This is an optimization exercise on Yosys and OpenROAD, whose aim is small area, not a production implementation.
In this exercise RTL edits were held to simulation tests only and were not proved equivalent to the original.
Power is estimated from default activity; no workload was simulated.

==> flow/design.v <==
`timescale 1ns / 1ps
module ultrasonic_fsm(
input wire clk,
input wire rst,
input wire echo,
output wire trig_start,
output wire [13:0] distance_measure
    );
    reg [2:0] ph;
    reg [12:0] z;    
    reg [8:0] q;
    reg [8:0] d;
    wire trig = ph[2];
    wire idle = ~(ph[2] | ph[1] | ph[0]);
    wire wt   = ~ph[1] & ph[0];
    wire meas = ph[1] & ~ph[0];
    wire ten  = ph[1] & ph[0];
    wire r_wrap  = (((z ^ 13'd209) & 13'd5885) == 13'd0);   
    wire r_trg   = (((z ^ 13'd294) & 13'd2415) == 13'd0);   
    wire r_wt    = (((z ^ 13'd3160) & 13'd4059) == 13'd0);   
    wire r_ms    = (((z ^ 13'd4120) & 13'd5145) == 13'd0);   
    wire r_tn    = (((z ^ 13'd528) & 13'd2038) == 13'd0);   
    wire end_trg = r_trg;
    wire end_wt  = &(q | ~9'd7)   & r_wt;     
    wire end_ms  = &(q | ~9'd343) & r_ms;     
    wire end_tn  = &(q | ~9'd171) & r_tn;     
    wire clr = idle | (trig & end_trg) | (wt & (echo | end_wt)) |
               (meas & (~echo | end_ms)) | (ten & end_tn);
    always @(posedge clk) begin
        if (rst) ph <= 3'b000;
        else if (idle) ph <= 3'b100;
        else if (trig) begin
            if (end_trg) ph <= 3'b001;
        end else if (wt) begin
            if (echo) ph <= 3'b010;
            else if (end_wt) ph <= 3'b100;
        end else if (meas) begin
            if (~echo) ph <= 3'b011;
            else if (end_ms) ph <= 3'b100;
        end else if (ten) begin
            if (end_tn) ph <= 3'b000;
        end
    end
    always @(posedge clk) begin
        if (clr | r_wrap) z <= 13'd5200;
        else z <= {~z[11:0], ~(z[0] ^ z[12])};
        if (clr) q <= 9'd0;
        else if (r_wrap) q <= q + 9'd1;
    end
    always @(posedge clk) begin
        if (rst) d <= 9'd0;
        else if (meas & ~echo) d <= q;
    end
    assign trig_start = trig;
    assign distance_measure = {5'd0, d};
endmodule
==> flow/config.mk <==
export PLATFORM = sky130hd
export DESIGN_NAME = ultrasonic_fsm
export DESIGN_NICKNAME = ultrasonic_fsm
export VERILOG_FILES = /design/flow/design.v
export SDC_FILE = /design/flow/constraint.sdc
export NUM_CORES = 4
export LEC_CHECK = 0
export CAP_MARGIN = 20
export CORE_MARGIN = 2
export CORE_UTILIZATION = 40
export SLEW_MARGIN = 20
==> flow/constraint.sdc <==
create_clock -name core_clock -period 25.0 [get_ports {clk}]
set_input_delay 5.0000 -clock core_clock [delete_from_list [all_inputs] [get_ports {clk}]]
set_output_delay 5.0000 -clock core_clock [all_outputs]
set_load 0.01 [all_outputs]
run.sh (not shown) runs the stock make flow with config.mk's settings and CLKGATE_MAP_FILE= SYNTH_SCRIPT=/design/flow/synth_recipe.tcl, a recipe that flattens the netlist after the stock synthesis.
The starting point passed the timing, design-rule and antenna checks.
Next try:
--- a/flow/design.v
+++ b/flow/design.v
@@ -7,7 +7,7 @@
 output wire [13:0] distance_measure
     );
     reg [2:0] ph;
-    reg [12:0] z;    
+    reg [12:0] r;
     reg [8:0] q;
     reg [8:0] d;
     wire trig = ph[2];
@@ -15,15 +15,11 @@
     wire wt   = ~ph[1] & ph[0];
     wire meas = ph[1] & ~ph[0];
     wire ten  = ph[1] & ph[0];
-    wire r_wrap  = (((z ^ 13'd209) & 13'd5885) == 13'd0);   
-    wire r_trg   = (((z ^ 13'd294) & 13'd2415) == 13'd0);   
-    wire r_wt    = (((z ^ 13'd3160) & 13'd4059) == 13'd0);   
-    wire r_ms    = (((z ^ 13'd4120) & 13'd5145) == 13'd0);   
-    wire r_tn    = (((z ^ 13'd528) & 13'd2038) == 13'd0);   
-    wire end_trg = r_trg;
-    wire end_wt  = &(q | ~9'd7)   & r_wt;     
-    wire end_ms  = &(q | ~9'd343) & r_ms;     
-    wire end_tn  = &(q | ~9'd171) & r_tn;     
+    wire r_wrap  = &(r | ~13'd5829);
+    wire end_trg = &(r | ~13'd1599);
+    wire end_wt  = &(q | ~9'd7)   & &(r | ~13'd5189);    
+    wire end_ms  = &(q | ~9'd343) & &(r | ~13'd309);     
+    wire end_tn  = &(q | ~9'd171) & &(r | ~13'd3069);    
     wire clr = idle | (trig & end_trg) | (wt & (echo | end_wt)) |
                (meas & (~echo | end_ms)) | (ten & end_tn);
     always @(posedge clk) begin
@@ -42,8 +38,8 @@
         end
     end
     always @(posedge clk) begin
-        if (clr | r_wrap) z <= 13'd5200;
-        else z <= {~z[11:0], ~(z[0] ^ z[12])};
+        if (clr | r_wrap) r <= 13'd0;
+        else r <= r + 13'd1;
         if (clr) q <= 9'd0;
         else if (r_wrap) q <= q + 9'd1;
     end
Result: The new run finished with timing, DRC and antenna clean; sequential cell count does not change; synthesized area increases by 14%; worst setup slack loses 150 ps; first-iteration DRC count increases by 3.2%; wire length increases by 2.6%; combinational power decreases by 25%; clock power increases by 14%; total power increases by 2.9%; cell count increases by 9.5%; worst hold slack gains 78 ps; count of clock-buffer cells in the layout is unchanged.

==> what the ideal ports hide <==
How much do the figures lean on ideal ports? The routed layouts below were timed once more, with nothing changed but the port constraints.
Step 1 assumes that a clkbuf_16 drives the clock port and a buf_2 every other input.
Step 2 also shifts input and output timing later by t, the mid clock arrival at the registers, as if the neighbouring blocks saw the same clock.
a / b / c = ideal / step 1 / step 2; a / b = the first two.
run | t (ns) | setup slack, ns | worst hold slack (ns) | worst register clock-pin slew, ns
the first run | 0.301 | 18.608 / 18.612 / 18.311 | 0.419 / 0.419 / 0.419 | 0.07 / 0.07
the second run | 0.305 | 18.461 / 18.461 / 18.156 | 0.497 / 0.497 / 0.497 | 0.07 / 0.07
After both steps every run listed still meets setup and hold. For the second run, which loses most, drivers alone change the setup slack by 0.000 ns; drivers and shift together by -0.305 ns.
